Source: an optimization exercise on an open RTL-to-GDS flow (aim: small area, a short achievable clock period and few clock cycles). Production flows keep margins and buffers that such runs may drop.
The RTL was checked by simulation tests, not by an equivalence proof against the original design.
Power and IR drop assume default switching activity.

<file path="design/flow/config.mk">
export PLATFORM = sky130hd
export DESIGN_NAME = sha256
export DESIGN_NICKNAME = sha256
export VERILOG_FILES = /design/flow/design.v
export SDC_FILE = /design/flow/constraint.sdc
export NUM_CORES = 4
export LEC_CHECK = 0
export CAP_MARGIN = 20
export CORE_MARGIN = 2
export CORE_UTILIZATION = 40
export CTS_CLUSTER_DIAMETER = 100
export CTS_CLUSTER_SIZE = 24
export SETUP_SLACK_MARGIN = 4.6
export SLEW_MARGIN = 20
export TNS_END_PERCENT = 100
</file>
<file path="design/flow/design.v">
module sha256(
    input clk,
    input reset_n,
    input cs,
    input we,
    input [7:0] address,
    input [31:0] write_data,
    output [31:0] read_data
);
localparam ADDR_CTRL   = 8'h08;
localparam ADDR_STATUS = 8'h09;
localparam [31:0] IV0 = 32'h6a09e667;
localparam [31:0] IV1 = 32'hbb67ae85;
localparam [31:0] IV2 = 32'h3c6ef372;
localparam [31:0] IV3 = 32'ha54ff53a;
localparam [31:0] IV4 = 32'h510e527f;
localparam [31:0] IV5 = 32'h9b05688c;
localparam [31:0] IV6 = 32'h1f83d9ab;
localparam [31:0] IV7 = 32'h5be0cd19;
function [31:0] kfun(input [5:0] i);
    case (i)
        6'd00: kfun = 32'h428a2f98;
        6'd01: kfun = 32'h71374491;
        6'd02: kfun = 32'hb5c0fbcf;
        6'd03: kfun = 32'he9b5dba5;
        6'd04: kfun = 32'h3956c25b;
        6'd05: kfun = 32'h59f111f1;
        6'd06: kfun = 32'h923f82a4;
        6'd07: kfun = 32'hab1c5ed5;
        6'd08: kfun = 32'hd807aa98;
        6'd09: kfun = 32'h12835b01;
        6'd10: kfun = 32'h243185be;
        6'd11: kfun = 32'h550c7dc3;
        6'd12: kfun = 32'h72be5d74;
        6'd13: kfun = 32'h80deb1fe;
        6'd14: kfun = 32'h9bdc06a7;
        6'd15: kfun = 32'hc19bf174;
        6'd16: kfun = 32'he49b69c1;
        6'd17: kfun = 32'hefbe4786;
        6'd18: kfun = 32'h0fc19dc6;
        6'd19: kfun = 32'h240ca1cc;
        6'd20: kfun = 32'h2de92c6f;
        6'd21: kfun = 32'h4a7484aa;
        6'd22: kfun = 32'h5cb0a9dc;
        6'd23: kfun = 32'h76f988da;
        6'd24: kfun = 32'h983e5152;
        6'd25: kfun = 32'ha831c66d;
        6'd26: kfun = 32'hb00327c8;
        6'd27: kfun = 32'hbf597fc7;
        6'd28: kfun = 32'hc6e00bf3;
        6'd29: kfun = 32'hd5a79147;
        6'd30: kfun = 32'h06ca6351;
        6'd31: kfun = 32'h14292967;
        6'd32: kfun = 32'h27b70a85;
        6'd33: kfun = 32'h2e1b2138;
        6'd34: kfun = 32'h4d2c6dfc;
        6'd35: kfun = 32'h53380d13;
        6'd36: kfun = 32'h650a7354;
        6'd37: kfun = 32'h766a0abb;
        6'd38: kfun = 32'h81c2c92e;
        6'd39: kfun = 32'h92722c85;
        6'd40: kfun = 32'ha2bfe8a1;
        6'd41: kfun = 32'ha81a664b;
        6'd42: kfun = 32'hc24b8b70;
        6'd43: kfun = 32'hc76c51a3;
        6'd44: kfun = 32'hd192e819;
        6'd45: kfun = 32'hd6990624;
        6'd46: kfun = 32'hf40e3585;
        6'd47: kfun = 32'h106aa070;
        6'd48: kfun = 32'h19a4c116;
        6'd49: kfun = 32'h1e376c08;
        6'd50: kfun = 32'h2748774c;
        6'd51: kfun = 32'h34b0bcb5;
        6'd52: kfun = 32'h391c0cb3;
        6'd53: kfun = 32'h4ed8aa4a;
        6'd54: kfun = 32'h5b9cca4f;
        6'd55: kfun = 32'h682e6ff3;
        6'd56: kfun = 32'h748f82ee;
        6'd57: kfun = 32'h78a5636f;
        6'd58: kfun = 32'h84c87814;
        6'd59: kfun = 32'h8cc70208;
        6'd60: kfun = 32'h90befffa;
        6'd61: kfun = 32'ha4506ceb;
        6'd62: kfun = 32'hbef9a3f7;
        default: kfun = 32'hc67178f2;
    endcase
endfunction
function [31:0] ch(input [31:0] x, input [31:0] y, input [31:0] z);
    ch = (x & y) ^ ((~x) & z);
endfunction
function [31:0] maj(input [31:0] x, input [31:0] y, input [31:0] z);
    maj = (x & y) | (x & z) | (y & z);
endfunction
function [31:0] sum0(input [31:0] x);
    sum0 = {x[1:0], x[31:2]} ^ {x[12:0], x[31:13]} ^ {x[21:0], x[31:22]};
endfunction
function [31:0] sum1(input [31:0] x);
    sum1 = {x[5:0], x[31:6]} ^ {x[10:0], x[31:11]} ^ {x[24:0], x[31:25]};
endfunction
function [31:0] sig0(input [31:0] x);
    sig0 = {x[6:0], x[31:7]} ^ {x[17:0], x[31:18]} ^ {3'h0, x[31:3]};
endfunction
function [31:0] sig1(input [31:0] x);
    sig1 = {x[16:0], x[31:17]} ^ {x[18:0], x[31:19]} ^ {10'h0, x[31:10]};
endfunction
function [31:0] addbk(input [31:0] x, input [31:0] y);
    reg [31:0] gg, pp;
    integer i, l;
    begin
        gg = x & y;
        pp = x ^ y;
        for (l = 1; l < 32; l = l * 2)
            for (i = 2 * l - 1; i < 32; i = i + 2 * l) begin
                gg[i] = gg[i] | (pp[i] & gg[i - l]);
                pp[i] = pp[i] & pp[i - l];
            end
        for (l = 8; l >= 1; l = l / 2)
            for (i = 3 * l - 1; i < 32; i = i + 2 * l) begin
                gg[i] = gg[i] | (pp[i] & gg[i - l]);
                pp[i] = pp[i] & pp[i - l];
            end
        addbk = x ^ y ^ {gg[30:0], 1'b0};
    end
endfunction
function [31:0] addsk(input [31:0] x, input [31:0] y);
    reg [31:0] gg, pp, g2, p2;
    integer i, l;
    begin
        gg = x & y;
        pp = x ^ y;
        for (l = 1; l < 32; l = l * 2) begin
            g2 = gg;
            p2 = pp;
            for (i = 0; i < 32; i = i + 1)
                if (i % (2 * l) >= l) begin
                    g2[i] = gg[i] | (pp[i] & gg[(i / (2 * l)) * (2 * l) + l - 1]);
                    p2[i] = pp[i] & pp[(i / (2 * l)) * (2 * l) + l - 1];
                end
            gg = g2;
            pp = p2;
        end
        addsk = x ^ y ^ {gg[30:0], 1'b0};
    end
endfunction
reg        busy;        
reg        fin;         
reg [5:0]  u;           
reg [31:0] w [0:15];    
reg [31:0] H [0:7];     
reg [31:0] a, b, c, d, e, f, g, h;
reg [31:0] pkw;         
reg [31:0] kr;          
reg        pre;         
wire wr       = cs && we;
wire ctrl_wr  = wr && (address == ADDR_CTRL) && !busy && !pre;
wire start    = ctrl_wr && (write_data[0] || write_data[1]);
wire init     = write_data[0];
wire go       = (start && !init) || pre;    
wire blk_wr   = wr && (address[7:4] == 4'h1);
wire last     = (u == 6'd0);
wire [31:0] hsel = H[address[2:0]];
assign read_data =
    (address == ADDR_STATUS)      ? {31'h0, !busy && !pre} :
    (address[7:3] == 5'b00100)    ? hsel :
    32'h0;
function [63:0] csa(input [31:0] x, input [31:0] y, input [31:0] z);
    csa = {((x & y) | (x & z) | (y & z)) << 1, x ^ y ^ z};
endfunction
wire [63:0] x1  = csa(pkw, sum1(e), ch(e, f, g));               
wire [63:0] xe  = csa(x1[31:0], x1[63:32], d);                  
wire [63:0] x2  = csa(sum0(a), maj(a, b, c), x1[31:0]);
wire [63:0] xa  = csa(x2[31:0], x2[63:32], x1[63:32]);          
wire [31:0] an  = addsk(xa[31:0], xa[63:32]);
wire [31:0] en  = addsk(xe[31:0], xe[63:32]);
wire [31:0] han = addbk(H[3], a);
wire [31:0] hen = addbk(H[7], e);
wire [63:0] m0  = csa(sig1(w[14]), w[9], sig0(w[1]));
wire [63:0] m1  = csa(m0[31:0], m0[63:32], w[0]);
wire [31:0] wn  = addsk(m1[31:0], m1[63:32]);
wire [63:0] q   = csa(busy ? g : H[7], busy ? w[1] : w[0], kr);
wire [31:0] pn  = addsk(q[31:0], q[63:32]);
wire [31:0] wdg = {32{!busy}} & write_data;
integer i;
always @(posedge clk) begin
    fin <= reset_n && busy && last;
    pre <= reset_n && start && init;
    if (!reset_n)
        busy <= 1'b0;
    else if (go)
        busy <= 1'b1;
    else if (last)
        busy <= 1'b0;
    if (!reset_n)
        u <= 6'd0;
    else if (go)
        u <= 6'd1;
    else if (busy && !last)
        u <= u + 6'd1;
    pkw <= pn;
    kr  <= (go || (busy && !last)) ? kfun(u + 6'd1) : kfun(6'd0);
    for (i = 0; i < 15; i = i + 1)
        if (busy || (blk_wr && address[3:0] == i))
            w[i] <= ({32{busy}} & w[i + 1]) | wdg;
    if (busy || (blk_wr && address[3:0] == 4'd15))
        w[15] <= ({32{busy}} & wn) | wdg;
    if (busy) begin
        a <= an; b <= a; c <= b; d <= c;
        e <= en; f <= e; g <= f; h <= g;
    end else begin
        a <= H[0]; b <= H[1]; c <= H[2]; d <= H[3];
        e <= H[4]; f <= H[5]; g <= H[6]; h <= H[7];
    end
    if (start && init) begin
        H[0] <= IV0; H[1] <= IV1; H[2] <= IV2; H[3] <= IV3;
        H[4] <= IV4; H[5] <= IV5; H[6] <= IV6; H[7] <= IV7;
    end else if ((busy && (u[5:0] > 6'd61 || last)) || fin) begin
        H[0] <= han; H[1] <= H[0]; H[2] <= H[1]; H[3] <= H[2];
        H[4] <= hen; H[5] <= H[4]; H[6] <= H[5]; H[7] <= H[6];
    end
end
endmodule
</file>
<file path="design/flow/run.sh">
#!/bin/bash
# synth_recipe.tcl (not shown) runs the flow's synth.tcl, then flattens the netlist and writes it again
# the make line also repeats each setting of config.mk as NAME=value (left out here)
make -C /OpenROAD-flow-scripts/flow DESIGN_CONFIG=/design/flow/config.mk WORK_HOME=/design/flow/orfs CLKGATE_MAP_FILE= SYNTH_SCRIPT=/design/flow/synth_recipe.tcl finish
</file>
<file path="design/flow/constraint.sdc">
create_clock -name core_clock -period 10.0 [get_ports {clk}]
set_input_delay 2.0000 -clock core_clock [delete_from_list [all_inputs] [get_ports {clk}]]
set_output_delay 2.0000 -clock core_clock [all_outputs]
set_load 0.01 [all_outputs]
</file>
==> results of run 1 <==
-- power by group --
part	leakage, nW	total, mW	internal (mW)	switching [mW]
clock	0.800	2.64	1.08	1.56
sequential	9.17	5.40	4.94	0.463
combinational	14.4	8.11	3.57	4.53
-- through the flow --
step,cells,area [um2]
global route,7774,63400
global placement,7604,60400
floorplan,5938,58100
detailed placement,7607,60500
CTS,7756,63000
finish,7774,63400
-- worst max-delay path by stage --
stage                     slack [ns]            end  cells after the start
after floorplan                 4.60  read_data[14]                      6
after global placement          3.11  read_data[12]                      6
after detailed placement        3.01  read_data[12]                      6
after CTS                       4.45   read_data[7]                      6
after global routing            4.51   read_data[0]                      7
final                           4.51   read_data[0]                      7
-- what timing repair did --
item	4_1_cts	5_1_grt
endpoints found under the setup margin	49	45
gates cloned	12	5
pin swaps	15	23
buffers inserted	44	13
hold buffers	0	0
gates resized for setup	196	89
-- worst min-delay path, cell delays in order (launching register included) --
cell and delay [ns]:
dfxtp_1 0.32, nand2_1 0.05, a21oi_1 0.05
-- cell usage in the layout, fill, tap and decap left out, types with 22 or more instances in the layout --
cell	instances
edfxtp_1	512
clkbuf_1	25
fa_1	262
dfxtp_1	535
mux2i_1	45
buf_2	22
mux4_2	30
ha_1	195
buf_4	93
nand3_1	142
a21oi_1	304
o21ai_0	235
clkbuf_16	56
a21o_1	74
a211oi_1	63
o211ai_1	58
nor3_1	42
mux2_2	222
xnor2_1	268
clkdlybuf4s50_1	35
inv_1	251
xor2_1	119
nand2_1	1609
nor2_1	207
-- layer usage --
metal | up-vias | global-route usage [%] | routed length [um]
met5 | - | 0 | 0
met4 | 0 | 7.76 | 6370
met3 | 248 | 2.51 | 13600
met2 | 1712 | 38.1 | 83700
met1 | 21684 | 35.8 | 82600
li1 | 19867 | - | -
-- logic make-up after synthesis --
kind of cell | count (synthesis) | synth area share, %
multiplexers | 300 | 6.30
AND/OR/NAND/NOR | 2125 | 14.6
XOR/XNOR | 394 | 5.94
adder cells (fa/ha/maj) | 461 | 13.3
flip-flops | 1065 | 45.5
AO/OA/AOI/OAI | 964 | 10.2
buffers and inverters | 629 | 4.11
-- cell type report --
class	count	area, um2	share of cell area, %
flip-flops and latches	1065	26500	41.8
well taps	1903	2380	3.76
multi-input cells	4249	29700	46.9
clock buffers	80	1460	2.30
clock inverters	13	218	0.343
repair buffers	208	2170	3.42
inverters	256	980	1.55
==> run summary, run 1 <==
Status - timing/DRC/antenna clean
Pwr Total - 16.1 mW
Count leader, synth - nand2_1
Post-place setup slack - 3.01 ns
Fill cell count - 13667
Reg-to-reg startpoint - e[19]$_DFF_P_
Critical path launch point type - input port
Leakage - 24.3 nW
Via density - 5.60
RD Place Congestion - 0.937
Crit-path max FO - 8
Worst path slowest cell - mux4_2
Final WS setup - 4.51 ns
Peak supply drop - 0.000216 V
Fin. max-slew vios - 0
Routed WL per cell - 24.0 um
Hold Fails Final Rpt - 0
Clock skew - 0.101 ns
Crit-path leading delay family - multiplexers
Share of the synthesized area in the top cell type - 26.5%
Top flop regs - w (512), H (256)
Worst Hold Class - reg2reg
Largest stage delay, worst path - 0.53 ns
Crit Path Category - in2out
Worst-Margin Slew - 1.15 ns
Post-synth EDFFs - 512
Max Cap Violations - 0
YS warnings - 3
Top cells by count, synth - nand2_1 (1621), dfxtp_1 (553), edfxtp_1 (512)
FF-to-FF setup slack - 4.66 ns
Syn avg cell area - 9.78 um2
Die extent in x - 385 um
First-pass GRT wire length - 273000 um
# H-tree levels - 2
Crit-path cells - buf_16 -> buf_16 -> buf_4 -> mux4_2 -> mux2i_2 -> o22ai_2 -> buf_2
Post-synth top area cell - edfxtp_1
TritonCTS Sinks - 1065
Largest reg by FF count - w
Syn-to-layout area delta - 9.12%
Largest net degree at the start of global routing - 165
Hold Startpoint - H[1][12]$_SDFFE_PP0P_
Yosys cell types - 79
Die H - 385 um
WHS Path Cells - 2
Initial antenna violation count - 1
Crit path launch - address[0]
Row count - 139
Routed WL - 186000 um
Crit path top cell by count - buf_16
DRC - 0
Total negative slack - 0 ns
Period utilization - 54.9%
CTS buffer count - 54
All-layer global routing usage - 24.5%
Largest cells by area after synthesis - edfxtp_1 (26%), dfxtp_1 (19%), nand2_1 (10%)
Worst-path clk slew - 0.10 ns
FF+latch count, synth - 1065
Final setup viols - 0
Hold WS - 0.458 ns
Pwr per Cell Area - 255 mW/mm2
Seq/Total Area, Yosys - 45.5%
Layout cells sized above 1 - 10.3%
Number of I/O pins - 76
Later-pin clock latency in the skew report - 0.73 ns
Max Buffers Root-to-Sink - 3
CTS tree - built
Asr flop ratio synth - 0%
Crit path buf inv count - 4
Vias - 43511
Buffers on Ports - 75
Number of global-route vias before repair - 41002
Initial core utilization - 40.4%
CP Data Required Time - 8.00 ns
ANT cells - 0
Post-synth net total - 6440
Fmax - 182 MHz
RSZ-0062 raised after global routing - yes
Cell depth of the worst flop-to-flop path - 15
GRT overflow - 0
Worst reg2reg endpoint - a[29]$_DFF_P_
Ys flop type - dfxtp_1
DRT iter0 DRCs - 4855
Final core utilization - 44.1%
Worst setup EP type - output port
CP arrival - 3.49 ns
Period minus WS final - 5.49 ns
Max reg flops - 512
Mapped Area - 0.0581 mm2
Post-Syn Instances - 5938
HPWL after DPL - 125000 um
Core ar. - 0.144 mm2
Pre-antenna DRT Iters - 5
Max-slew headroom - 23.1%
Die area - 0.148 mm2
Antenna Violating Nets Remaining - 0
Clock root cell - clkbuf_16
Final nets - 6336
Hold path endpoint - H[1][12]$_SDFFE_PP0P_
Testbench counts, summed over its fixed seeds: cycles 81,192.
==> run 2, diff against run 1 <==
--- a/design/flow/config.mk
+++ b/design/flow/config.mk
@@ -9,7 +9,7 @@
 export CORE_MARGIN = 2
 export CORE_UTILIZATION = 40
 export CTS_CLUSTER_DIAMETER = 100
-export CTS_CLUSTER_SIZE = 24
-export SETUP_SLACK_MARGIN = 4.6
+export CTS_CLUSTER_SIZE = 20
+export SETUP_SLACK_MARGIN = 4.8
 export SLEW_MARGIN = 20
 export TNS_END_PERCENT = 100
==> run 2 against run 1 <==
Wire length about the same. Combinational power grew 2%. Synthesized cell count unchanged. Die area stayed put. Register-to-register slack improved by 0.29 ns. Highest routed layer unchanged. Sequential power about the same. Hold slack got worse by 0.024 ns. Final cell count increased by 0.15%. Via count decreased by 0.44%. Total power increased by 1.9%.
==> run summary, run 2 <==
Status - timing/DRC/antenna clean
Via density - 5.56 (-0.59%)
Pwr per Cell Area - 257 mW/mm2 (+0.75%)
Worst-path clk slew - 0.09 ns (about the same)
DRC - 0 (unchanged)
TritonCTS Sinks - 1065 (unchanged)
Max-slew headroom - 23.5% (+0.41 points)
Largest family of logic cells by synthesized area - simple AND/OR/NAND/NOR gates
ANT cells - 0 (unchanged)
Post-Syn Instances - 5938 (unchanged)
Fin. max-slew vios - 0 (unchanged)
Syn-to-layout area delta - 10.3%
Final setup viols - 0 (unchanged)
Vias - 43320 (-0.44%)
Largest cells by area after synthesis - edfxtp_1 (26%), dfxtp_1 (19%), nand2_1 (10%)
Top flop regs - w (512), H (256)
CP Data Required Time - 8.00 ns (about the same)
CTS tree - built
RD Place Congestion - 0.938 (about the same)
DRT iter0 DRCs - 4593 (-5.4%)
Crit Path Category - in2out
Met2 WL - 82500 um (-1.5%)
CP arrival - 3.41 ns (-0.08 ns)
Critical path launch point type - input port
Fin area - 0.0641 mm2 (+1.1%)
Count leader, synth - nand2_1
Largest stage delay, worst path - 0.51 ns (-0.02 ns)
Crit path top cell by count - buf_16
Syn avg cell area - 9.78 um2 (unchanged)
Ys flop type - dfxtp_1
Layout cells sized above 1 - 11.3% (+0.96 points)
Worst setup EP type - output port
Max reg flops - 512 (unchanged)
Post-synth EDFFs - 512 (unchanged)
Mapped Area - 0.0581 mm2 (unchanged)
Worst Hold Class - reg2reg
Final nets - 6349 (+0.21%)
Total negative slack - 0 ns (unchanged)
Die extent in x - 385 um (unchanged)
Initial core utilization - 40.4% (unchanged)
Seq/Total Area, Yosys - 45.5% (unchanged)
Commonest non-fill, non-tap cells in the layout - nand2_1 (1608), dfxtp_1 (532), edfxtp_1 (512)
Routed WL per cell - 23.9 um (about the same)
Buffers on Ports - 75 (unchanged)
Commonest non-fill, non-tap cell in the layout - nand2_1
Leakage - 24.6 nW (+1.2%)
Fill cell count - 13481 (-1.4%)
Share of the synthesized area in the top cell type - 26.5% (unchanged)
Row count - 139 (unchanged)
Worst-Margin Slew - 1.14 ns (-0.0181 ns)
Clock root cell - clkbuf_16
Die area - 0.148 mm2 (unchanged)
Initial antenna violation count - 1 (unchanged)
CTS buffer count - 61 (+13%)
Wl on met1 - 83100 um (+0.57%)
Max Buffers Root-to-Sink - 3 (unchanged)
Number of I/O pins - 76 (unchanged)
Top cells by count, synth - nand2_1 (1621), dfxtp_1 (553), edfxtp_1 (512)
Crit-path cells - buf_16 -> buf_16 -> buf_12 -> mux4_2 -> a21oi_2 -> a21oi_1 -> buf_2
Worst path slowest cell - mux4_2
Fmax - 185 MHz (+1.5%)
Final core utilization - 44.6% (+0.50 points)
Post-synth net total - 6440 (unchanged)
Period minus WS final - 5.41 ns (-0.0798 ns)
Later-pin clock latency in the skew report - 0.74 ns (about the same)
Hold Fails Final Rpt - 0 (unchanged)
Max Cap Violations - 0 (unchanged)
Peak supply drop - 0.000195 V (-9.9%)
Post-place setup slack - 3.04 ns (+0.0317 ns)
Asr flop ratio synth - 0% (unchanged)
Post-synth top area cell - edfxtp_1
Final WS setup - 4.59 ns (+0.0798 ns)
XOR/XNOR share of the synthesized area - 5.94% (unchanged)
DR WL met3 - 13500 um (-1.1%)
GRT overflow - 0 (unchanged)
RSZ-0062 raised after global routing - yes
Crit-path max FO - 7 (-1)
Pwr Total - 16.5 mW (+1.9%)
# H-tree levels - 2 (unchanged)
YS warnings - 3 (unchanged)
Routed WL - 186000 um (about the same)
DR top layer - met4
HPWL after DPL - 127000 um (+1.0%)
Compound-Gate Fraction of Synth Area - 10.2% (unchanged)
Post-Synth Simple-Gate Area - 14.6% (unchanged)
Placed Area - 0.0604 mm2 (about the same)
Core ar. - 0.144 mm2 (unchanged)
FF+latch count, synth - 1065 (unchanged)
Post-synthesis mux area share - 6.30% (unchanged)
Number of global-route vias before repair - 40966 (-0.088%)
Clock skew - 0.0882 ns (-0.0126 ns)
Die H - 385 um (unchanged)
First-pass GRT wire length - 276000 um (+1.3%)
Pre-antenna DRT Iters - 6 (+1)
Largest reg by FF count - w
Period utilization - 54.1% (-0.80 points)
Antenna Violating Nets Remaining - 0 (unchanged)
All-layer global routing usage - 24.8% (+0.35 points)
Post-Synth Adder-Cell Area - 13.3% (unchanged)
Largest net degree at the start of global routing - 200 (+21%)
Yosys cell types - 79 (unchanged)
## run 2: cells by family (layout without fill, tap and decap cells)
group,Yosys count,after routing
AOI/OAI and AO/OA,964,965
DFF,1065,1065
xor gates and xnor gates,394,394
and+or+nand+nor,2125,2127
muxes,300,300
adders and majority gates,461,461
buffers and inverters,629,571
## run 2: final timing paths
| check | depth (start not counted) | from | slack, ns | end |
|---|---|---|---|---|
| worst min register to register | 2 | H[4][2]$_SDFFE_PP1P_ | 0.43 | e[2]$_DFF_P_ |
| worst max-delay path | 7 | address[0] | 4.59 | read_data[22] |
| worst min-delay path | 2 | H[4][2]$_SDFFE_PP1P_ | 0.43 | e[2]$_DFF_P_ |
| worst max register to register | 17 | e[28]$_DFF_P_ | 4.95 | a[29]$_DFF_P_ |
## run 2: layout make-up
type | instances | area (um2) | area share, %
repair buffers | 216 | 2420 | 3.78
well taps | 1903 | 2380 | 3.71
clock buffers | 90 | 1660 | 2.58
flip-flops and latches | 1065 | 26500 | 41.3
clock inverters | 9 | 179 | 0.279
inverters | 256 | 975 | 1.52
multi-input cells | 4247 | 30000 | 46.8
## run 2: stage by stage
step | hold WS, ns | cells
2_1_floorplan | 0.430 | 5938
3_3_place_gp | 0.438 | 7602
3_5_place_dp | 0.445 | 7602
4_1_cts | 0.444 | 7783
5_1_grt | 0.476 | 7786
6_report | 0.434 | 7786
## run 2: layer usage
metal | vias to the layer above | global-route usage (%)
li1 | 19878 | -
met1 | 21479 | 36.2
met2 | 1700 | 38.0
met3 | 263 | 2.95
met4 | 0 | 8.80
met5 | - | 0
## run 2: worst max-delay path: cells and delay by family
family | cells | cell delay (ns)
compound gates | 2 | 0.34
buf+inv | 4 | 0.55
mux | 1 | 0.51
## run 2: power breakdown
| part | internal, mW | switching [mW] |
|---|---|---|
| Sequential | 4.94 | 0.474 |
| Combinational | 3.68 | 4.62 |
| Clock | 1.19 | 1.55 |
## run 2: what timing repair did
item / CTS / global route
setup endpoints to repair: 199 / 204
hold buffers: 0 / 0
pin swaps: 39 / 24
cloned: 19 / 0
buffers inserted: 63 / 3
gates resized for setup: 322 / 68
==> run 3, diff against run 2 <==
--- a/design/flow/config.mk
+++ b/design/flow/config.mk
@@ -7,9 +7,10 @@
 export LEC_CHECK = 0
 export CAP_MARGIN = 20
 export CORE_MARGIN = 2
-export CORE_UTILIZATION = 40
+export CORE_UTILIZATION = 70
 export CTS_CLUSTER_DIAMETER = 100
 export CTS_CLUSTER_SIZE = 20
+export PLACE_DENSITY = 0.8
 export SETUP_SLACK_MARGIN = 4.8
 export SLEW_MARGIN = 20
 export TNS_END_PERCENT = 100
==> run 3 against run 2 <==
Largest cell class unchanged. Register-to-register slack lost 0.19 ns. Still clean. Maximum frequency shrank 1.5%. Sequential share of layout area grew 0.70 points. Utilization grew 32 points. Total power grew 2.1%. Final cell count shrank 11%. Non-clock buffer count grew 17. Synthesized area is the same.
==> run summary, run 3 <==
First-pass GRT wire length - 275000 um (-0.53%)
Total negative slack - 0 ns (unchanged)
Initial antenna violation count - 3 (+2)
Mapped Area - 0.0581 mm2 (unchanged)
Post-Syn Instances - 5938 (unchanged)
Leakage - 24.6 nW (about the same)
Post-synthesis mux area share - 6.30% (unchanged)
Die area - 0.0853 mm2 (-42%)
Vias - 45301 (+4.6%)
CTS buffer count - 59 (-3.3%)
Fmax - 182 MHz (-1.5%)
CP arrival - 3.50 ns (+0.09 ns)
Period minus WS final - 5.50 ns (+0.0829 ns)
Initial core utilization - 70.7% (+30 points)
Top cells by count, synth - nand2_1 (1621), dfxtp_1 (553), edfxtp_1 (512)
GRT overflow - 0 (unchanged)
Fin. max-slew vios - 0 (unchanged)
Antenna Violating Nets Remaining - 0 (unchanged)
Later-pin clock latency in the skew report - 0.70 ns (-0.04 ns)
Crit Path Category - in2out
Count leader, synth - nand2_1
Crit-path max FO - 7 (unchanged)
Period utilization - 55.0% (+0.83 points)
Peak supply drop - 0.000350 V (+80%)
Status - timing/DRC/antenna clean
Post-Synth Simple-Gate Area - 14.6% (unchanged)
Row count - 105 (-24%)
Max-slew headroom - 21.7% (-1.8 points)
Share of the synthesized area in the top cell type - 26.5% (unchanged)
Yosys cell types - 79 (unchanged)
Crit-path cells - buf_16 -> buf_16 -> buf_4 -> mux4_2 -> a21oi_4 -> a21oi_2 -> buf_2
Largest net degree at the start of global routing - 198 (-1.0%)
Syn-to-layout area delta - 8.50%
Compound-Gate Fraction of Synth Area - 10.2% (unchanged)
Post-Synth Adder-Cell Area - 13.3% (unchanged)
Max reg flops - 512 (unchanged)
Routed WL - 187000 um (+0.30%)
Die H - 292 um (-24%)
# H-tree levels - 2 (unchanged)
Critical path launch point type - input port
CP Data Required Time - 8.00 ns (about the same)
Hold Fails Final Rpt - 0 (unchanged)
Fill cell count - 5443 (-60%)
Post-synth top area cell - edfxtp_1
Largest reg by FF count - w
Seq/Total Area, Yosys - 45.5% (unchanged)
Largest family of logic cells by synthesized area - simple AND/OR/NAND/NOR gates
Worst-path clk slew - 0.09 ns (about the same)
Asr flop ratio synth - 0% (unchanged)
Post-synth net total - 6440 (unchanged)
Ys flop type - dfxtp_1
Routed WL per cell - 26.9 um (+12%)
Commonest non-fill, non-tap cell in the layout - nand2_1
Pre-antenna DRT Iters - 10 (+4)
Die extent in x - 292 um (-24%)
Placed cell count - 6773 (-11%)
Worst path slowest cell - mux4_2
DRC - 0 (unchanged)
Buffers on Ports - 75 (unchanged)
XOR/XNOR share of the synthesized area - 5.94% (unchanged)
Commonest non-fill, non-tap cells in the layout - nand2_1 (1612), dfxtp_1 (528), edfxtp_1 (512)
Worst Hold Class - reg2reg
Clock root cell - clkbuf_16
Largest stage delay, worst path - 0.56 ns (+0.05 ns)
TritonCTS Sinks - 1065 (unchanged)
Crit path top cell by count - buf_16
FF+latch count, synth - 1065 (unchanged)
Worst setup EP type - output port
Worst-Margin Slew - 1.16 ns (+0.0265 ns)
Via density - 6.50 (+17%)
Top flop regs - w (512), H (256)
Post-synth EDFFs - 512 (unchanged)
Final nets - 6364 (+0.24%)
Final setup viols - 0 (unchanged)
DRT iter0 DRCs - 5427 (+18%)
CTS tree - built
Max Buffers Root-to-Sink - 3 (unchanged)
RD Place Congestion - 0.997 (+6.4%)
Pwr per Cell Area - 266 mW/mm2 (+3.8%)
YS warnings - 3 (unchanged)
Fin cells - 6965 (-11%)
Largest cells by area after synthesis - edfxtp_1 (26%), dfxtp_1 (19%), nand2_1 (10%)
All-layer global routing usage - 43.2% (+18 points)
Layout cells sized above 1 - 11.5% (+0.24 points)
Max Cap Violations - 0 (unchanged)
HPWL after DPL - 124000 um (-2.2%)
Number of global-route vias before repair - 44093 (+7.6%)
RSZ-0062 raised after global routing - yes
Clock skew - 0.0250 ns (-0.0632 ns)
Syn avg cell area - 9.78 um2 (unchanged)
Number of I/O pins - 76 (unchanged)
Core ar. - 0.0821 mm2 (-43%)
run 3: cell counts after synthesis:
Identical to the previous run, type by type.
run 3: worst paths after layout:
kind,slack [ns],endpoint,depth (start not counted),start
max,4.50,read_data[3],7,address[0]
min,0.46,c[13]$_DFF_P_,2,b[13]$_DFF_P_
max reg2reg,4.76,H[0][31]$_SDFFE_PP0P_,17,a[0]$_DFF_P_
min reg2reg,0.46,c[13]$_DFF_P_,2,b[13]$_DFF_P_
run 3: cell type report:
cell class / count / area, um2 / share of cell area (%)
diodes: 2 / 5.00 / 0.00794
clock inverters: 6 / 86.3 / 0.137
clock buffers: 86 / 1600 / 2.54
multi-input cells: 4247 / 30000 / 47.6
well taps: 1070 / 1340 / 2.12
repair buffers: 233 / 2500 / 3.97
inverters: 256 / 982 / 1.56
flip-flops and latches: 1065 / 26500 / 42.0
run 3: worst max-delay path: cells and delay by family:
kind	cells	cell delay [ns]
muxes	1	0.56
buffers and inverters	4	0.55
AOI/OAI and AO/OA	2	0.36
run 3: metal layers:
metal | wire length, um | vias to the layer above | GRT usage, % | part of all wire, %
li1 | - | 19884 | - | -
met1 | 65400 | 21803 | 53.1 | 35
met2 | 84300 | 2834 | 67.9 | 45
met3 | 21000 | 776 | 10.4 | 11
met4 | 16300 | 4 | 29.6 | 8.7
met5 | 32 | - | 0 | 0.017
run 3: what timing repair did:
action | in CTS | in global routing
pin swaps | 39 | 30
buffers inserted | 66 | 19
resized for setup | 326 | 67
endpoints found under the setup margin | 77 | 58
endpoints found under the hold margin | 0 | 0
cloned | 11 | 2
hold buffers | 0 | 0
run 3: per-stage QoR:
stage	utilization (%)	hold WS, ns	setup WS [ns]	power (mW)	area [um2]
after floorplan	-	0.430	4.77	11.3	58100
after global placement	72.3	0.437	2.56	13.2	59400
after detailed placement	72.3	0.449	2.55	13.4	59400
after CTS	76.2	0.463	4.55	16.3	62500
after global routing	76.8	0.480	4.50	17.7	63000
final	76.8	0.462	4.50	16.8	63000
run 3: cells by family after synthesis:
| group | count (synthesis) |
|---|---|
| fa+ha+maj | 461 |
| flops | 1065 |
| xor+xnor | 394 |
| mux | 300 |
| buf+inv | 629 |
| simple gates | 2125 |
| compound gates | 964 |
run 3: report_power, final:
group	switching [mW]	internal, mW	total (mW)
Clock	1.47	1.13	2.60
Combinational	4.97	3.80	8.77
Sequential	0.478	4.94	5.42
==> run 4, diff against run 3 <==
--- a/design/flow/config.mk
+++ b/design/flow/config.mk
@@ -7,10 +7,10 @@
 export LEC_CHECK = 0
 export CAP_MARGIN = 20
 export CORE_MARGIN = 2
-export CORE_UTILIZATION = 70
+export CORE_UTILIZATION = 60
 export CTS_CLUSTER_DIAMETER = 100
-export CTS_CLUSTER_SIZE = 20
-export PLACE_DENSITY = 0.8
+export CTS_CLUSTER_SIZE = 24
+export PLACE_DENSITY = 0.7
 export SETUP_SLACK_MARGIN = 4.8
 export SLEW_MARGIN = 20
 export TNS_END_PERCENT = 100
==> run 4 against run 3 <==
Synthesized area unchanged. Die area is 16% higher. Largest cell class unchanged. Register-to-register slack improved by 0.14 ns. Non-clock buffer count fell by 21.
==> run summary, run 4 <==
Placed Area - 0.0597 mm2 (+0.53%)
Peak supply drop - 0.000362 V (+3.2%)
YS warnings - 3 (unchanged)
Vias - 43954 (-3.0%)
All-layer global routing usage - 37.3% (-5.9 points)
Asr flop ratio synth - 0% (unchanged)
Die extent in x - 315 um (+7.9%)
Critical path launch point type - input port
Crit-path max FO - 22 (+15)
Sequential power share - 32.5% (+0.2 points)
Clock skew - 0.0413 ns (+0.0163 ns)
Yosys cell types - 79 (unchanged)
Fmax - 184 MHz (+1.3%)
Pwr Total - 16.6 mW (-1.3%)
RSZ-0062 raised after global routing - yes
First-pass GRT wire length - 274000 um (-0.34%)
Die H - 315 um (+7.9%)
Core ar. - 0.0963 mm2 (+17%)
Multi-input logic area - 0.0301 mm2 (+0.25%)
# H-tree levels - 2 (unchanged)
P_sw - 6.85 mW (-0.97%)
Number of I/O pins - 76 (unchanged)
ANT cells - 0 (-2)
CTS tree - built
Syn-to-layout area delta - 8.48% (about the same)
Largest net degree at the start of global routing - 246 (+24%)
Final WS setup - 4.57 ns (+0.0699 ns)
Period utilization - 54.3% (-0.70 points)
TritonCTS Sinks - 1065 (unchanged)
Clock network power share - 14.6% (-0.9 points)
Total negative slack - 0 ns (unchanged)
Largest cells by area after synthesis - edfxtp_1 (26%), dfxtp_1 (19%), nand2_1 (10%)
Count leader, synth - nand2_1
Fin area - 0.0630 mm2 (about the same)
Top cells by count, synth - nand2_1 (1621), dfxtp_1 (553), edfxtp_1 (512)
Combinational share of power - 52.8% (+0.6 points)
Post-place setup slack - 2.95 ns (+0.398 ns)
Routed WL - 186000 um (-0.58%)
Later-pin clock latency in the skew report - 0.71 ns (about the same)
Worst Hold Class - reg2reg
HPWL after DPL - 126000 um (+2.0%)
Hold buffer count at CTS - 0 (unchanged)
Die area - 0.0993 mm2 (+16%)
Share of the synthesized area in the top cell type - 26.5% (unchanged)
Largest reg by FF count - w
Antenna Violating Nets Remaining - 0 (unchanged)
Layout cells sized above 1 - 11.1% (-0.39 points)
Period minus WS final - 5.43 ns (-0.0699 ns)
Top flop regs - w (512), H (256)
Syn avg cell area - 9.78 um2 (unchanged)
Fin cells - 7135 (+2.4%)
Max Buffers Root-to-Sink - 3 (unchanged)
Commonest non-fill, non-tap cell in the layout - nand2_1
Post-synth top area cell - edfxtp_1
Sw frac - 41.3% (+0.13 points)
CP Data Required Time - 8.00 ns (about the same)
Hold Fails Final Rpt - 0 (unchanged)
Hold WS - 0.459 ns (-0.00355 ns)
DRT iter0 DRCs - 4496 (-17%)
Post-Syn Instances - 5938 (unchanged)
Post-synth net total - 6440 (unchanged)
Final setup viols - 0 (unchanged)
Worst setup EP type - output port
Worst-Margin Slew - 1.24 ns (+0.0782 ns)
Max Cap Violations - 0 (unchanged)
Initial core utilization - 60.3% (-10 points)
Via density - 6.16 (-5.3%)
Commonest non-fill, non-tap cells in the layout - nand2_1 (1612), dfxtp_1 (534), edfxtp_1 (512)
Max reg flops - 512 (unchanged)
Seq/Total Area, Yosys - 45.5% (unchanged)
FF+latch count, synth - 1065 (unchanged)
Final nets - 6336 (-0.44%)
Placed cell count - 6984 (+3.1%)
RD Place Congestion - 0.994 (-0.34%)
Number of global-route vias before repair - 42023 (-4.7%)
Worst-path clk slew - 0.10 ns (about the same)
DRC - 0 (unchanged)
Ys flop type - dfxtp_1
Sequential standard cell area - 0.0265 mm2 (about the same)
Crit Path Category - in2out
Final core utilization - 65.5% (-11 points)
Pwr per Cell Area - 263 mW/mm2 (-1.3%)
Initial antenna violation count - 0 (-3)
Fin. max-slew vios - 0 (unchanged)
Routed WL per cell - 26.1 um (-2.9%)
Fill cell count - 7709 (+42%)
Clock root cell - clkbuf_16
GRT overflow - 0 (unchanged)
CTS buffer count - 51 (-14%)
Mapped Area - 0.0581 mm2 (unchanged)
CP arrival - 3.43 ns (-0.07 ns)
Row count - 114 (+8.6%)
Status - timing/DRC/antenna clean
Buffers on Ports - 75 (unchanged)
Post-synth EDFFs - 512 (unchanged)
Max-slew headroom - 16.6% (-5.1 points)
Leakage - 24.4 nW (-0.83%)
Pre-antenna DRT Iters - 7 (-3)
Int Pwr - 9.72 mW (-1.5%)
==> run 4: cell counts after synthesis <==
Identical to the previous run, type by type.
==> run 4: layer usage <==
metal / vias to the layer above / global-route usage (%) / wire length (um)
li1: 19820 / - / -
met1: 21616 / 48.8 / 73200
met2: 2034 / 59.3 / 85400
met3: 484 / 6.00 / 14500
met4: 0 / 21.1 / 12800
met5: - / 0 / 0
==> run 4: final timing paths <==
check / slack (ns) / startpoint / to / depth (start not counted)
setup / recovery: 4.57 / address[1] / read_data[25] / 7
hold / removal: 0.46 / H[2][24]$_SDFFE_PP0P_ / H[2][24]$_SDFFE_PP0P_ / 2
setup reg to reg: 4.90 / e[18]$_DFF_P_ / a[29]$_DFF_P_ / 16
hold reg to reg: 0.46 / H[2][24]$_SDFFE_PP0P_ / H[2][24]$_SDFFE_PP0P_ / 2
==> run 4: final cells by class <==
cell class                 count  area share, %
sequential                  1065           42.0
inverter                     256           1.54
clock buffer                  73           2.16
multi-input combinational   4248           47.8
tap                         1276           2.53
timing repair buffer         212           3.85
clock inverter                 5          0.121
==> run 4: what timing repair did <==
action / CTS / global route
buffers inserted: 50 / 3
hold endpoints to repair: 0 / 0
setup endpoints to repair: 83 / 143
cloned: 19 / 0
gates resized for setup: 318 / 91
pin swaps: 28 / 25
==> run 4: kinds of logic (layout without fill, tap and decap cells) <==
family | after synthesis | after routing | share of synthesized area (%)
flops | 1065 | 1065 | 45.5
fa+ha+maj | 461 | 461 | 13.3
simple gates | 2125 | 2129 | 14.6
mux | 300 | 300 | 6.30
xor+xnor | 394 | 394 | 5.94
compound gates | 964 | 964 | 10.2
buf+inv | 629 | 546 | 4.11
==> run 4: worst max-delay path, stage by stage <==
cell and delay, ns:
buf_16 0.14, bufbuf_16 0.38, mux4_2 0.36, nand2_1 0.09, o21a_1 0.20, a21oi_4 0.10, buf_2 0.15
==> run 4: power groups by stage <==
stage               clock [mW]  sequential [mW]  combinational (mW)
detailed placement           0             5.47                7.99
finish                    2.43             5.39                8.76
global route              2.58             5.43                9.62
global placement             0             5.46                7.83
CTS                       2.44             5.37                8.28
floorplan                    0             5.25                6.07
==> run 5, diff against run 4 <==
--- a/design/flow/config.mk
+++ b/design/flow/config.mk
@@ -9,7 +9,7 @@
 export CORE_MARGIN = 2
 export CORE_UTILIZATION = 60
 export CTS_CLUSTER_DIAMETER = 100
-export CTS_CLUSTER_SIZE = 24
+export CTS_CLUSTER_SIZE = 20
 export PLACE_DENSITY = 0.7
 export SETUP_SLACK_MARGIN = 4.8
 export SLEW_MARGIN = 20
==> run 5 against run 4 <==
Flip-flop and latch count unchanged. Final cell count increased by 0.42%. Highest routed layer unchanged. Via count increased by 0.70%. Critical path type unchanged.
==> run summary, run 5 <==
DRT iter0 DRCs - 4865 (+8.2%)
Final setup viols - 0 (unchanged)
Period utilization - 53.5% (-0.75 points)
Met2 WL - 85300 um (-0.16%)
Final nets - 6359 (+0.36%)
Multi-input logic area - 0.0300 mm2 (-0.33%)
Vias - 44261 (+0.70%)
CP arrival - 3.35 ns (-0.08 ns)
Clock skew - 0.0378 ns (-0.00352 ns)
Row count - 114 (unchanged)
Ys flop type - dfxtp_1
Die area - 0.0993 mm2 (unchanged)
FF+latch count, synth - 1065 (unchanged)
Count leader, synth - nand2_1
Post-Syn Instances - 5938 (unchanged)
Critical path launch point type - input port
ANT cells - 0 (unchanged)
Fmax - 187 MHz (+1.4%)
Max Cap Violations - 0 (unchanged)
Yosys cell types - 79 (unchanged)
Fin cells - 7165 (+0.42%)
Post-synth EDFFs - 512 (unchanged)
Mapped Area - 0.0581 mm2 (unchanged)
YS warnings - 3 (unchanged)
Initial core utilization - 60.3% (unchanged)
Final WS setup - 4.65 ns (+0.0750 ns)
Worst setup EP type - output port
Layout cells sized above 1 - 11.3% (+0.22 points)
Via density - 6.18 (+0.28%)
TritonCTS Sinks - 1065 (unchanged)
Crit-path leading delay family - buffers and inverters
Worst-Margin Slew - 1.22 ns (-0.0240 ns)
Post-synth top area cell - edfxtp_1
Die H - 315 um (unchanged)
Share of the synthesized area in the top cell type - 26.5% (unchanged)
Crit path top cell by count - buf_16
Commonest non-fill, non-tap cell in the layout - nand2_1
DRC - 0 (unchanged)
CTS tree - built
RD Place Congestion - 0.994 (unchanged)
Worst Hold Class - reg2reg
Buffers on Ports - 75 (unchanged)
Max reg flops - 512 (unchanged)
Hold buffer count at CTS - 0 (unchanged)
Number of I/O pins - 76 (unchanged)
Pwr per Cell Area - 262 mW/mm2 (-0.41%)
Seq/Total Area, Yosys - 45.5% (unchanged)
Post-synth net total - 6440 (unchanged)
Die extent in x - 315 um (unchanged)
Worst-path clk slew - 0.09 ns (about the same)
HPWL after DPL - 126000 um (unchanged)
Top flop regs - w (512), H (256)
# H-tree levels - 2 (unchanged)
Asr flop ratio synth - 0% (unchanged)
Later-pin clock latency in the skew report - 0.73 ns (+0.02 ns)
Initial antenna violation count - 0 (unchanged)
Peak supply drop - 0.000277 V (-24%)
Largest cells by area after synthesis - edfxtp_1 (26%), dfxtp_1 (19%), nand2_1 (10%)
Number of global-route vias before repair - 42106 (+0.20%)
Crit Path Category - in2out
Max-slew headroom - 18.3% (+1.6 points)
Fin. max-slew vios - 0 (unchanged)
Hold Fails Final Rpt - 0 (unchanged)
Core ar. - 0.0963 mm2 (unchanged)
Total negative slack - 0 ns (unchanged)
All-layer global routing usage - 37.3% (-0.044 points)
Crit-path max FO - 7 (-68%)
RSZ-0062 raised after global routing - yes
Largest stage delay, worst path - 0.29 ns (-0.09 ns)
Placed cell count - 6984 (unchanged)
Routed WL - 186000 um (+0.22%)
Max Buffers Root-to-Sink - 3 (unchanged)
CTS buffer count - 60 (+18%)
Syn avg cell area - 9.78 um2 (unchanged)
GRT overflow - 0 (unchanged)
Leakage - 24.6 nW (+0.79%)
First-pass GRT wire length - 274000 um (about the same)
Period minus WS final - 5.35 ns (-0.0750 ns)
DR top layer - met4
Post-place setup slack - 2.95 ns (unchanged)
Crit-path cells - buf_16 -> buf_16 -> buf_4 -> mux2_4 -> a22o_1 -> a21oi_2 -> nor2_1 -> buf_2
Syn-to-layout area delta - 9.06%
Clock root cell - clkbuf_16
Largest net degree at the start of global routing - 246 (unchanged)
Wl on met1 - 72800 um (-0.57%)
Crit path buf inv count - 4 (+1)
Pre-antenna DRT Iters - 6 (-1)
Antenna Violating Nets Remaining - 0 (unchanged)
Routed WL per cell - 26.0 um (-0.20%)
CP Data Required Time - 8.00 ns (about the same)
Sequential standard cell area - 0.0265 mm2 (about the same)
Fill cell count - 7700 (-0.12%)
Commonest non-fill, non-tap cells in the layout - nand2_1 (1611), dfxtp_1 (536), edfxtp_1 (512)
Largest reg by FF count - w
Status - timing/DRC/antenna clean
DR WL met3 - 15300 um (+5.0%)
Worst path slowest cell - mux2_4
Top cells by count, synth - nand2_1 (1621), dfxtp_1 (553), edfxtp_1 (512)
## run 5: cell counts after synthesis
Identical to the previous run, type by type.
## run 5: final timing paths
check,from,to,slack (ns),cells after the start
max,address[1],read_data[28],4.65,8
min,H[2][10]$_SDFFE_PP0P_,H[2][10]$_SDFFE_PP0P_,0.46,2
max reg2reg,e[17]$_DFF_P_,a[29]$_DFF_P_,4.89,16
min reg2reg,H[2][10]$_SDFFE_PP0P_,H[2][10]$_SDFFE_PP0P_,0.46,2
## run 5: cell type report
| type | instances | area share (%) |
|---|---|---|
| Clock inverter | 6 | 0.105 |
| Clock buffer | 88 | 2.57 |
| Tap cell | 1276 | 2.52 |
| Sequential cell | 1065 | 41.8 |
| Timing Repair Buffer | 227 | 4.13 |
| Multi-Input combinational cell | 4247 | 47.4 |
| Inverter | 256 | 1.53 |
## run 5: timing repair
action / in CTS / in global routing
resized for setup: 325 / 79
gates cloned: 17 / 2
setup endpoints to repair: 81 / 137
endpoints found under the hold margin: 0 / 0
buffers inserted: 59 / 8
pin swaps: 31 / 21
## run 5: report_power, final
part | switching [mW] | internal (mW)
logic | 4.85 | 3.73
clock network | 1.50 | 1.13
registers | 0.455 | 4.94
## run 5: cells by family (layout without fill, tap and decap cells)
logic type                 count (synthesis)  after routing  synth area share [%]
xor gates and xnor gates                 394            394                  5.94
adders and majority gates                461            461                  13.3
muxes                                    300            300                  6.30
and+or+nand+nor                         2125           2128                  14.6
buffers and inverters                    629            577                  4.11
DFF                                     1065           1065                  45.5
AOI/OAI and AO/OA                        964            964                  10.2
## run 5: per-layer routing
metal  up-vias  global-route usage [%]
met4         0                    22.1
li1      19902                       -
met2      2164                    58.9
met1     21706                    49.3
met5         -                       0
met3       489                    5.10
## run 5: through the flow
stage               hold slack (ns)  total power, mW  cell area [um2]  util, %
global route                  0.466             17.6            63400     65.8
detailed placement            0.445             13.5            59700     62.0
global placement              0.438             13.3            59700     62.0
floorplan                     0.430             11.3            58100        -
CTS                           0.455             16.3            62900     65.3
finish                        0.456             16.6            63400     65.8
## run 5: worst reg2reg max path: cells and delay by family, from the launching register on
kind | cells | cell delay (ns)
multiplexers | 1 | 0.26
flip-flops | 1 | 0.57
AO/OA/AOI/OAI | 5 | 1.19
adder cells (fa/ha/maj) | 4 | 1.86
buffers and inverters | 1 | 0.04
AND/OR/NAND/NOR | 2 | 0.38
XOR/XNOR | 3 | 0.67
==> run 6, diff against run 5 <==
--- a/design/flow/config.mk
+++ b/design/flow/config.mk
@@ -11,6 +11,6 @@
 export CTS_CLUSTER_DIAMETER = 100
 export CTS_CLUSTER_SIZE = 20
 export PLACE_DENSITY = 0.7
-export SETUP_SLACK_MARGIN = 4.8
+export SETUP_SLACK_MARGIN = 5
 export SLEW_MARGIN = 20
 export TNS_END_PERCENT = 100
==> run 6 against run 5 <==
Still clean on timing, DRC and antenna. Clock power is 4% higher. Synthesized area stayed put. Critical path depth increased by 1. Wire length rose by 1.1%. Clock-buffer cell count rose by 2. Sequential power is essentially flat. Synthesized cell count unchanged. Combinational power up 4.0%. Final cell count is 0.18% higher. Non-clock buffer count up 8. Sequential share of layout area decreased by 0.23 points. Clock skew fell by 0.014 ns.
==> run summary, run 6 <==
Later-pin clock latency in the skew report - 0.74 ns (about the same)
Pwr Total - 17.1 mW (+2.9%)
Max-slew headroom - 24.4% (+6.2 points)
Commonest non-fill, non-tap cells in the layout - nand2_1 (1613), dfxtp_1 (526), edfxtp_1 (512)
Post-synth top area cell - edfxtp_1
Initial core utilization - 60.3% (unchanged)
DRT iter0 DRCs - 5069 (+4.2%)
Mapped Area - 0.0581 mm2 (unchanged)
XOR/XNOR share of the synthesized area - 5.94% (unchanged)
Crit Path Category - in2out
Post-place setup slack - 2.85 ns (-0.104 ns)
HPWL after DPL - 127000 um (+0.79%)
Asr flop ratio synth - 0% (unchanged)
Leakage - 24.8 nW (+0.71%)
Period minus WS final - 5.53 ns (+0.176 ns)
Largest family of logic cells by synthesized area - simple AND/OR/NAND/NOR gates
Post-synthesis mux area share - 6.30% (unchanged)
Core ar. - 0.0963 mm2 (unchanged)
Largest net degree at the start of global routing - 246 (unchanged)
Final nets - 6367 (+0.13%)
Status - timing/DRC/antenna clean
CTS buffer count - 61 (+1.7%)
Number of global-route vias before repair - 42921 (+1.9%)
Worst setup EP type - output port
Pre-antenna DRT Iters - 6 (unchanged)
RD Place Congestion - 1.01 (+1.4%)
CP Data Required Time - 8.00 ns (about the same)
All-layer global routing usage - 37.8% (+0.57 points)
Hold buffer count at CTS - 0 (unchanged)
Clock skew - 0.0241 ns (-0.0137 ns)
Top flop regs - w (512), H (256)
# H-tree levels - 2 (unchanged)
Clock root cell - clkbuf_16
Syn avg cell area - 9.78 um2 (unchanged)
Post-synth net total - 6440 (unchanged)
Antenna Violating Nets Remaining - 0 (unchanged)
Post-Syn Instances - 5938 (unchanged)
Post-Synth Simple-Gate Area - 14.6% (unchanged)
Period utilization - 55.3% (+1.8 points)
Count leader, synth - nand2_1
Top cells by count, synth - nand2_1 (1621), dfxtp_1 (553), edfxtp_1 (512)
Compound-Gate Fraction of Synth Area - 10.2% (unchanged)
Fill cell count - 7681 (-0.25%)
YS warnings - 3 (unchanged)
Max reg flops - 512 (unchanged)
Layout cells sized above 1 - 12.0% (+0.71 points)
Largest cells by area after synthesis - edfxtp_1 (26%), dfxtp_1 (19%), nand2_1 (10%)
Crit-path max FO - 6 (-1)
Share of the synthesized area in the top cell type - 26.5% (unchanged)
Yosys cell types - 79 (unchanged)
Row count - 114 (unchanged)
Routed WL - 188000 um (+1.1%)
Ys flop type - dfxtp_1
TritonCTS Sinks - 1065 (unchanged)
Largest reg by FF count - w
Max Cap Violations - 0 (unchanged)
Syn-to-layout area delta - 9.83%
Post-synth EDFFs - 512 (unchanged)
First-pass GRT wire length - 278000 um (+1.3%)
Worst Hold Class - reg2reg
CP arrival - 3.53 ns (+0.18 ns)
Peak supply drop - 0.000333 V (+20%)
Final WS setup - 4.47 ns (-0.176 ns)
Buffers on Ports - 75 (unchanged)
Die H - 315 um (unchanged)
Pwr per Cell Area - 268 mW/mm2 (+2.2%)
Commonest non-fill, non-tap cell in the layout - nand2_1
Max Buffers Root-to-Sink - 3 (unchanged)
Routed WL per cell - 26.2 um (+0.90%)
Die area - 0.0993 mm2 (unchanged)
CTS tree - built
GRT overflow - 0 (unchanged)
Worst-path clk slew - 0.08 ns (about the same)
Die extent in x - 315 um (unchanged)
Worst-Margin Slew - 1.13 ns (-0.0824 ns)
Via density - 6.18 (about the same)
Vias - 44325 (+0.14%)
Fmax - 181 MHz (-3.2%)
FF+latch count, synth - 1065 (unchanged)
Number of I/O pins - 76 (unchanged)
Seq/Total Area, Yosys - 45.5% (unchanged)
Total negative slack - 0 ns (unchanged)
Fin. max-slew vios - 0 (unchanged)
RSZ-0062 raised after global routing - yes
DRC - 0 (unchanged)
Hold Fails Final Rpt - 0 (unchanged)
Final setup viols - 0 (unchanged)
Post-Synth Adder-Cell Area - 13.3% (unchanged)
Critical path launch point type - input port
Initial antenna violation count - 1 (+1)
[run 6: cell counts after synthesis]
Identical to the previous run, type by type.
[run 6: where the power goes]
part / leakage, nW / switching (mW) / total, mW / internal [mW]
Clock: 0.872 / 1.53 / 2.74 / 1.21
Combinational: 14.7 / 5.03 / 8.91 / 3.89
Sequential: 9.17 / 0.485 / 5.43 / 4.94
[run 6: per-layer routing]
layer | GRT usage, % | share of wire [%] | vias to the layer above
li1 | - | - | 19896
met1 | 48.8 | 39 | 21726
met2 | 60.3 | 46 | 2165
met3 | 5.79 | 8.2 | 538
met4 | 23.3 | 7.2 | 0
met5 | 0 | 0 | -
[run 6: worst paths after layout]
check | start | endpoint | slack (ns) | cells past startpoint
max | address[6] | read_data[24] | 4.47 | 9
min | H[2][24]$_SDFFE_PP0P_ | H[2][24]$_SDFFE_PP0P_ | 0.45 | 2
max reg2reg | e[7]$_DFF_P_ | a[19]$_DFF_P_ | 5.03 | 18
min reg2reg | H[2][24]$_SDFFE_PP0P_ | H[2][24]$_SDFFE_PP0P_ | 0.45 | 2
[run 6: critical path, cell delays in order]
cell and delay, ns:
buf_6 0.10, nor3_4 0.31, and3b_2 0.33, buf_6 0.13
buf_12 0.13, buf_16 0.16, o21ai_2 0.07, a21oi_2 0.12
buf_2 0.15
[run 6: what timing repair did]
action                                  CTS  global route
buffers inserted                         66            15
pin swaps                                31            35
endpoints found under the setup margin  189           103
gates resized for setup                 317            77
cloned                                   17             0
[run 6: per-stage QoR]
step / instances / hold slack, ns / util (%) / cell area (um2)
floorplan: 5938 / 0.430 / - / 58400
global placement: 6977 / 0.440 / 62.1 / 59800
detailed placement: 6979 / 0.445 / 62.1 / 59800
CTS: 7161 / 0.457 / 65.8 / 63300
global route: 7177 / 0.483 / 66.3 / 63800
finish: 7178 / 0.453 / 66.3 / 63800
[run 6: kinds of logic (layout without fill, tap and decap cells)]
group | count (synthesis) | count (layout)
muxes | 300 | 300
buffers and inverters | 629 | 590
adders and majority gates | 461 | 461
DFF | 1065 | 1065
and+or+nand+nor | 2125 | 2127
AOI/OAI and AO/OA | 964 | 964
other | 0 | 1
xor gates and xnor gates | 394 | 394
[run 6: area by class of cell]
class,instances,area (um2),area share [%]
Multi-Input combinational cell,4246,30100,47.2
Sequential cell,1065,26500,41.6
Timing Repair Buffer,235,2750,4.31
Clock buffer,90,1650,2.58
Tap cell,1276,1600,2.50
Inverter,256,980,1.54
Clock inverter,9,176,0.277
Antenna cell,1,2.50,0.00392

-- separate check: timing with driven ports --
The flow's constraints put no driver on any port. The routed layouts listed below were extracted and timed again, unchanged, in two steps. Step 1, drivers: a clkbuf_16 drives clk and a buf_2 each remaining input, both assumed. Step 2 moves the port delays by t, midway between the first and last clock arrival at a register: inputs arrive t later, outputs are due t later. That takes back most of the time a late clock gives input paths. Three values: ideal, step 1, step 2; two values: the first two.
run	t, ns	setup slack, ns	worst register clock-pin slew, ns
run 1	0.763	4.507 / 4.191 / 4.191	0.11 / 0.11
run 2	0.786	4.587 / 4.306 / 4.306	0.10 / 0.10
run 3	0.758	4.504 / 4.174 / 4.174	0.10 / 0.10
run 4	0.762	4.574 / 4.268 / 4.268	0.11 / 0.11
run 5	0.782	4.649 / 4.228 / 4.228	0.10 / 0.10
run 6	0.798	4.473 / 4.202 / 4.202	0.11 / 0.11
After both steps every run listed still meets setup and hold. For run 5, which loses most, drivers alone change the setup slack by -0.421 ns; drivers and shift together by -0.421 ns.
